Background: an optimization exercise with open tools, aiming at small area and a short achievable clock period. Do not read the settings as production practice.
Where RTL was checked, it was by simulation tests only, not by an equivalence proof against the original.
Power figures rest on the tool's default switching activity, not on a simulated workload.

==> job 7585: inputs <==
Design datapathAndControl, start of the top module:
module datapathAndControl(
    input reset,
    input clk,
    output [15:0] imem_addr,
    input [15:0] imem_data,
    output [15:0] dmem_addr,
    output [15:0] dmem_wdata,
    output dmem_we,
    input [15:0] dmem_rdata
    );
==> module registerFile, before the edit <==
module registerFile(
    input clk,
    input clear,
    input wen,
    input [3:0] waddr,
    input [15:0] wdata,
    input [3:0] ra,
    input [3:0] rb,
    output reg [15:0] A,
    output reg [15:0] B
    );
    wire [15:0] d = wdata & {16{~clear}};
    wire [16*16-1:0] qs;
    assign qs[15:0] = 16'h0000;
    genvar g;
    generate
        for (g = 1; g < 16; g = g + 1) begin : r
            reg [15:0] q;
            wire en = clear | (wen && waddr == g);
            always @(posedge clk)
                if (en)
                    q <= d;
            assign qs[16*g +: 16] = q;
        end
    endgenerate
    wire [15:0] sa, sb;
    generate
        for (g = 0; g < 16; g = g + 1) begin : dec
            assign sa[g] = (ra == g);
            assign sb[g] = (rb == g);
        end
    endgenerate
    function [15:0] sel15(input [15:0] s, input [16*16-1:0] v);
        integer j, t;
        reg [15:0] grp;
        begin
            sel15 = 16'h0;
            for (t = 0; t < 5; t = t + 1) begin
                grp = 16'h0;
                for (j = 1; j <= 3; j = j + 1)
                    grp = grp | (v[16*(3*t+j) +: 16] & {16{s[3*t+j]}});
                sel15 = sel15 | grp;
            end
        end
    endfunction
    always @(*) begin
        A = sel15(sa, qs);
        B = sel15(sb, qs);
    end
endmodule
clock: 6.0 ns
lec_check: 0
cap_margin: 20
core_margin: 2
core_utilization: 40
cts_buf_list: sky130_fd_sc_hd__clkbuf_4 sky130_fd_sc_hd__clkbuf_8
cts_cluster_size: 20
setup_slack_margin: 1.5
slew_margin: 20
synth_hierarchical: 1
tns_end_percent: 100
standard.sh (not shown) runs the stock make flow with config.mk's settings and CLKGATE_MAP_FILE= SYNTH_SCRIPT=/design/flow/synth_recipe.tcl, a recipe that flattens the netlist after the stock synthesis.
==> flow/flow/run.sh <==
#!/bin/bash
# Own layout flow: the standard ORFS flow (hierarchical synthesis), with only the ABC
# technology mapping changed: the register file is mapped with
# flow/abc_struct.script, which keeps its one-hot AND-OR read selects; every other module
# with flow/abc_speed.script. Registers are mapped before ABC runs, so they are the standard
# synthesis's. Each tool's output goes to a log of its own in this folder and under orfs/logs/.
set -euo pipefail
WORK="$(cd "$(dirname "${BASH_SOURCE[0]}")/.." && pwd)"
cd "$WORK"
rm -rf "$WORK/scripts_own"
cp -r "$FLOW_HOME/scripts" "$WORK/scripts_own"
cp "$WORK/flow/abc_speed.script" "$WORK/scripts_own/abc_speed.script"
cp "$WORK/flow/abc_struct.script" "$WORK/scripts_own/abc_struct.script"
# map the register file first with the structure-keeping script, then the rest
python3 - "$WORK/scripts_own/synth.tcl" <<'PY'
import sys
p = sys.argv[1]
s = open(p).read()
old = "  log_cmd abc {*}$abc_args\n"
assert s.count(old) == 1
new = ("  set struct_args [lreplace $abc_args 1 1 $::env(SCRIPTS_DIR)/abc_struct.script]\n"
       "  foreach m {registerFile} {\n"
       "    if {[llength [tee -q -s result.string select -list $m]] > 0} { log_cmd abc {*}$struct_args $m }\n"
       "  }\n"
       + old)
open(p, "w").write(s.replace(old, new))
PY
bash "$WORK/standard.sh" "SCRIPTS_DIR=$WORK/scripts_own" finish > "$WORK/make_finish.log" 2>&1
test -s "$WORK/out/final.def"
==> flow/flow/abc_speed.script <==
strash
&get -n
&syn2
&dch
&put
map -D 1500
topo
buffer
upsize
dnsize
==> flow/flow/abc_struct.script <==
strash
&get -n
&nf
&put
topo
buffer
upsize
dnsize
==> job 118 (differences from job 7585) <==
--- a/flow/design.v
+++ b/flow/design.v
@@ -125,8 +125,8 @@
     input [3:0] rb,
-    output reg [15:0] A,
-    output reg [15:0] B
+    output [15:0] A,
+    output [15:0] B
     );
     wire [15:0] d = wdata & {16{~clear}};
-    wire [16*16-1:0] qs;
-    assign qs[15:0] = 16'h0000;
+    wire [16*16-1:0] flat;
+    assign flat[15:0] = 16'h0000;
     genvar g;
@@ -139,29 +139,7 @@
                     q <= d;
-            assign qs[16*g +: 16] = q;
+            assign flat[16*g +: 16] = q;
         end
     endgenerate
-    wire [15:0] sa, sb;
-    generate
-        for (g = 0; g < 16; g = g + 1) begin : dec
-            assign sa[g] = (ra == g);
-            assign sb[g] = (rb == g);
-        end
-    endgenerate
-    function [15:0] sel15(input [15:0] s, input [16*16-1:0] v);
-        integer j, t;
-        reg [15:0] grp;
-        begin
-            sel15 = 16'h0;
-            for (t = 0; t < 5; t = t + 1) begin
-                grp = 16'h0;
-                for (j = 1; j <= 3; j = j + 1)
-                    grp = grp | (v[16*(3*t+j) +: 16] & {16{s[3*t+j]}});
-                sel15 = sel15 | grp;
-            end
-        end
-    endfunction
-    always @(*) begin
-        A = sel15(sa, qs);
-        B = sel15(sb, qs);
-    end
+    assign A = flat[16*ra +: 16];
+    assign B = flat[16*rb +: 16];
 endmodule
==> flow/flow/run.sh (replaced) <==
#!/bin/bash
# Own layout flow: the standard ORFS flow, with only the ABC technology-mapping script
# replaced (flow/abc_speed.script). Registers are mapped before ABC runs, so they are the
# standard synthesis's. Each tool's output goes to a log of its own in this folder and under
# orfs/logs/.
set -euo pipefail
WORK="$(cd "$(dirname "${BASH_SOURCE[0]}")/.." && pwd)"
cd "$WORK"
rm -rf "$WORK/scripts_own"
cp -r "$FLOW_HOME/scripts" "$WORK/scripts_own"
cp "$WORK/flow/abc_speed.script" "$WORK/scripts_own/abc_speed.script"
bash "$WORK/standard.sh" "SCRIPTS_DIR=$WORK/scripts_own" finish > "$WORK/make_finish.log" 2>&1
test -s "$WORK/out/final.def"
CTS_BUF_LIST = unset   (was sky130_fd_sc_hd__clkbuf_4 sky130_fd_sc_hd__clkbuf_8)
CTS_CLUSTER_SIZE = unset   (was 20)
SYNTH_HIERARCHICAL = unset   (was 1)
removed: flow/flow/abc_struct.script
==> job 1967 (differences from job 7585) <==
--- a/flow/design.v
+++ b/flow/design.v
@@ -125,8 +125,8 @@
     input [3:0] rb,
-    output reg [15:0] A,
-    output reg [15:0] B
+    output [15:0] A,
+    output [15:0] B
     );
     wire [15:0] d = wdata & {16{~clear}};
-    wire [16*16-1:0] qs;
-    assign qs[15:0] = 16'h0000;
+    wire [16*16-1:0] flat;
+    assign flat[15:0] = 16'h0000;
     genvar g;
@@ -139,29 +139,7 @@
                     q <= d;
-            assign qs[16*g +: 16] = q;
+            assign flat[16*g +: 16] = q;
         end
     endgenerate
-    wire [15:0] sa, sb;
-    generate
-        for (g = 0; g < 16; g = g + 1) begin : dec
-            assign sa[g] = (ra == g);
-            assign sb[g] = (rb == g);
-        end
-    endgenerate
-    function [15:0] sel15(input [15:0] s, input [16*16-1:0] v);
-        integer j, t;
-        reg [15:0] grp;
-        begin
-            sel15 = 16'h0;
-            for (t = 0; t < 5; t = t + 1) begin
-                grp = 16'h0;
-                for (j = 1; j <= 3; j = j + 1)
-                    grp = grp | (v[16*(3*t+j) +: 16] & {16{s[3*t+j]}});
-                sel15 = sel15 | grp;
-            end
-        end
-    endfunction
-    always @(*) begin
-        A = sel15(sa, qs);
-        B = sel15(sb, qs);
-    end
+    assign A = flat[16*ra +: 16];
+    assign B = flat[16*rb +: 16];
 endmodule
==> flow/run.sh (new file) <==
#!/bin/bash
# synth_recipe.tcl (not shown) runs the flow's synth.tcl, then flattens the netlist and writes it again
# the make line also repeats each setting of config.mk as NAME=value (left out here)
make -C /OpenROAD-flow-scripts/flow DESIGN_CONFIG=/design/flow/config.mk WORK_HOME=/design/flow/orfs CLKGATE_MAP_FILE= SYNTH_SCRIPT=/design/flow/synth_recipe.tcl finish
CTS_BUF_LIST = unset   (was sky130_fd_sc_hd__clkbuf_4 sky130_fd_sc_hd__clkbuf_8)
CTS_CLUSTER_SIZE = unset   (was 20)
SYNTH_HIERARCHICAL = unset   (was 1)
removed: flow/flow/run.sh
removed: flow/flow/abc_speed.script
removed: flow/flow/abc_struct.script
removed: flow/standard.sh
==> job 5391 (differences from job 7585) <==
--- a/flow/design.v
+++ b/flow/design.v
@@ -125,8 +125,8 @@
     input [3:0] rb,
-    output reg [15:0] A,
-    output reg [15:0] B
+    output [15:0] A,
+    output [15:0] B
     );
     wire [15:0] d = wdata & {16{~clear}};
-    wire [16*16-1:0] qs;
-    assign qs[15:0] = 16'h0000;
+    wire [16*16-1:0] flat;
+    assign flat[15:0] = 16'h0000;
     genvar g;
@@ -139,29 +139,7 @@
                     q <= d;
-            assign qs[16*g +: 16] = q;
+            assign flat[16*g +: 16] = q;
         end
     endgenerate
-    wire [15:0] sa, sb;
-    generate
-        for (g = 0; g < 16; g = g + 1) begin : dec
-            assign sa[g] = (ra == g);
-            assign sb[g] = (rb == g);
-        end
-    endgenerate
-    function [15:0] sel15(input [15:0] s, input [16*16-1:0] v);
-        integer j, t;
-        reg [15:0] grp;
-        begin
-            sel15 = 16'h0;
-            for (t = 0; t < 5; t = t + 1) begin
-                grp = 16'h0;
-                for (j = 1; j <= 3; j = j + 1)
-                    grp = grp | (v[16*(3*t+j) +: 16] & {16{s[3*t+j]}});
-                sel15 = sel15 | grp;
-            end
-        end
-    endfunction
-    always @(*) begin
-        A = sel15(sa, qs);
-        B = sel15(sb, qs);
-    end
+    assign A = flat[16*ra +: 16];
+    assign B = flat[16*rb +: 16];
 endmodule
==> flow/flow/run.sh (replaced) <==
#!/bin/bash
# Own layout flow: the standard ORFS flow (hierarchical synthesis), with only the ABC
# technology mapping changed. The arithmetic modules (ALU, shiftUnit) are mapped with
# flow/abc_fast.script, which keeps their parallel structure; every other module with
# flow/abc_speed.script. Registers are mapped before ABC runs, so they are the standard
# synthesis's. Each tool's output goes to a log of its own in this folder and under orfs/logs/.
set -euo pipefail
WORK="$(cd "$(dirname "${BASH_SOURCE[0]}")/.." && pwd)"
cd "$WORK"
rm -rf "$WORK/scripts_own"
cp -r "$FLOW_HOME/scripts" "$WORK/scripts_own"
cp "$WORK/flow/abc_speed.script" "$WORK/scripts_own/abc_speed.script"
cp "$WORK/flow/abc_fast.script" "$WORK/scripts_own/abc_fast.script"
# map the arithmetic modules first with the structure-keeping script, then the rest
python3 - "$WORK/scripts_own/synth.tcl" <<'PY'
import sys
p = sys.argv[1]
s = open(p).read()
old = "  log_cmd abc {*}$abc_args\n"
assert s.count(old) == 1
new = ("  set fast_args [lreplace $abc_args 1 1 $::env(SCRIPTS_DIR)/abc_fast.script]\n"
       "  foreach m {ALU shiftUnit} {\n"
       "    if {[llength [tee -q -s result.string select -list $m]] > 0} { log_cmd abc {*}$fast_args $m }\n"
       "  }\n"
       + old)
open(p, "w").write(s.replace(old, new))
PY
bash "$WORK/standard.sh" "SCRIPTS_DIR=$WORK/scripts_own" finish > "$WORK/make_finish.log" 2>&1
test -s "$WORK/out/final.def"
==> flow/flow/abc_fast.script (new file) <==
strash
map -D 1500
topo
buffer
upsize
dnsize
CTS_BUF_LIST = unset   (was sky130_fd_sc_hd__clkbuf_4 sky130_fd_sc_hd__clkbuf_8)
CTS_CLUSTER_SIZE = unset   (was 20)
removed: flow/flow/abc_struct.script
==> reports/summary.txt <==
utilization after layout: 49.93%
sequential-to-total area share from yosys stat: 46.47%
clock network power: 1810 uW
main combinational cell family by area after synthesis: compound AO/OA/AOI/OAI gates
Detail Route met3 WL: 6784 um
net switching fraction of the power: 32.84%
synthesized area per cell: 8.915 um^2
vias in the first global route: 14450
result of the run: finished clean
Worst Reg2Reg Path Length in Cells: 15
The numbers above come from job 5391.

==> reports/summary.txt <==
Detail Route met3 WL: 6948 um
net switching fraction of the power: 33.38%
area of all sequential standard cells: 7527 um^2
main combinational cell family by area after synthesis: compound AO/OA/AOI/OAI gates
result of the run: finished clean
clock network power: 1710 uW
vias in the first global route: 13260
sequential-to-total area share from yosys stat: 51.47%
utilization after layout: 56.39%
The numbers above come from job 7585.

==> reports/summary.txt <==
Worst Reg2Reg Path Length in Cells: 16
main combinational cell family by area after synthesis: multiplexers
utilization after layout: 52.59%
result of the run: finished clean
Rows: 73
net switching fraction of the power: 33.70%
synthesized area per cell: 12.42 um^2
Layout area overhead: 29.91%
pin count of the biggest net entering global routing: 31
most frequent standard cell in the layout excluding fill and tap cells: edfxtp_1
vias in the first global route: 12630
sequential-to-total area share from yosys stat: 46.90%
Detail Route met3 WL: 5707 um
clock network power: 1690 uW
The numbers above come from job 1967.

==> reports/summary.txt <==
clock network power: 1760 uW
synthesized area per cell: 9.266 um^2
Worst Reg2Reg Path Length in Cells: 19
vias in the first global route: 13760
main combinational cell family by area after synthesis: compound AO/OA/AOI/OAI gates
number of hold buffers added after cts: 0
post-layout instance area: 19330 um^2
utilization after layout: 50.14%
Detail Route met3 WL: 6258 um
net switching fraction of the power: 32.81%
result of the run: finished clean
The numbers above come from job 118.

Only the layout flow was run in job 7585; the RTL was not checked for function there.

port drivers added, routing unchanged:
Ports are ideal in the flow. The routed layouts listed here were re-timed in OpenROAD. Step 1 (the two cells are an assumption about what drives the block):
set clk [get_ports {clk}]
set_driving_cell -lib_cell sky130_fd_sc_hd__clkbuf_16 $clk
set_driving_cell -lib_cell sky130_fd_sc_hd__buf_2 [delete_from_list [all_inputs] $clk]
Step 2 moves the port delays by t, midway between the first and last clock arrival at a register: inputs arrive t later, outputs are due t later. That takes back most of the time a late clock gives input paths. Three values: no drivers, after step 1, after step 2; two values: the first two.
| run | shift t [ns] | setup slack, ns | hold slack, ns | latest minus earliest clock arrival (ns) | slew at the worst register clock pin (ns) |
|---|---|---|---|---|---|
| job 7585 | 0.603 | 1.307 / 1.310 / 0.708 | 0.642 / 0.642 / 0.642 | 0.053 / 0.053 | 0.06 / 0.06 |
| job 118 | 0.620 | 1.504 / 1.498 / 0.878 | 0.481 / 0.481 / 0.481 | 0.031 / 0.032 | 0.08 / 0.08 |
| job 1967 | 0.620 | 1.409 / 1.241 / 0.621 | 0.524 / 0.524 / 0.524 | 0.035 / 0.036 | 0.09 / 0.09 |
| job 5391 | 0.627 | 1.480 / 1.466 / 0.886 | 0.622 / 0.622 / 0.622 | 0.040 / 0.041 | 0.07 / 0.07 |
After both steps every run listed still meets setup and hold. For job 1967, which loses most, drivers alone change the setup slack by -0.168 ns; drivers and shift together by -0.788 ns.
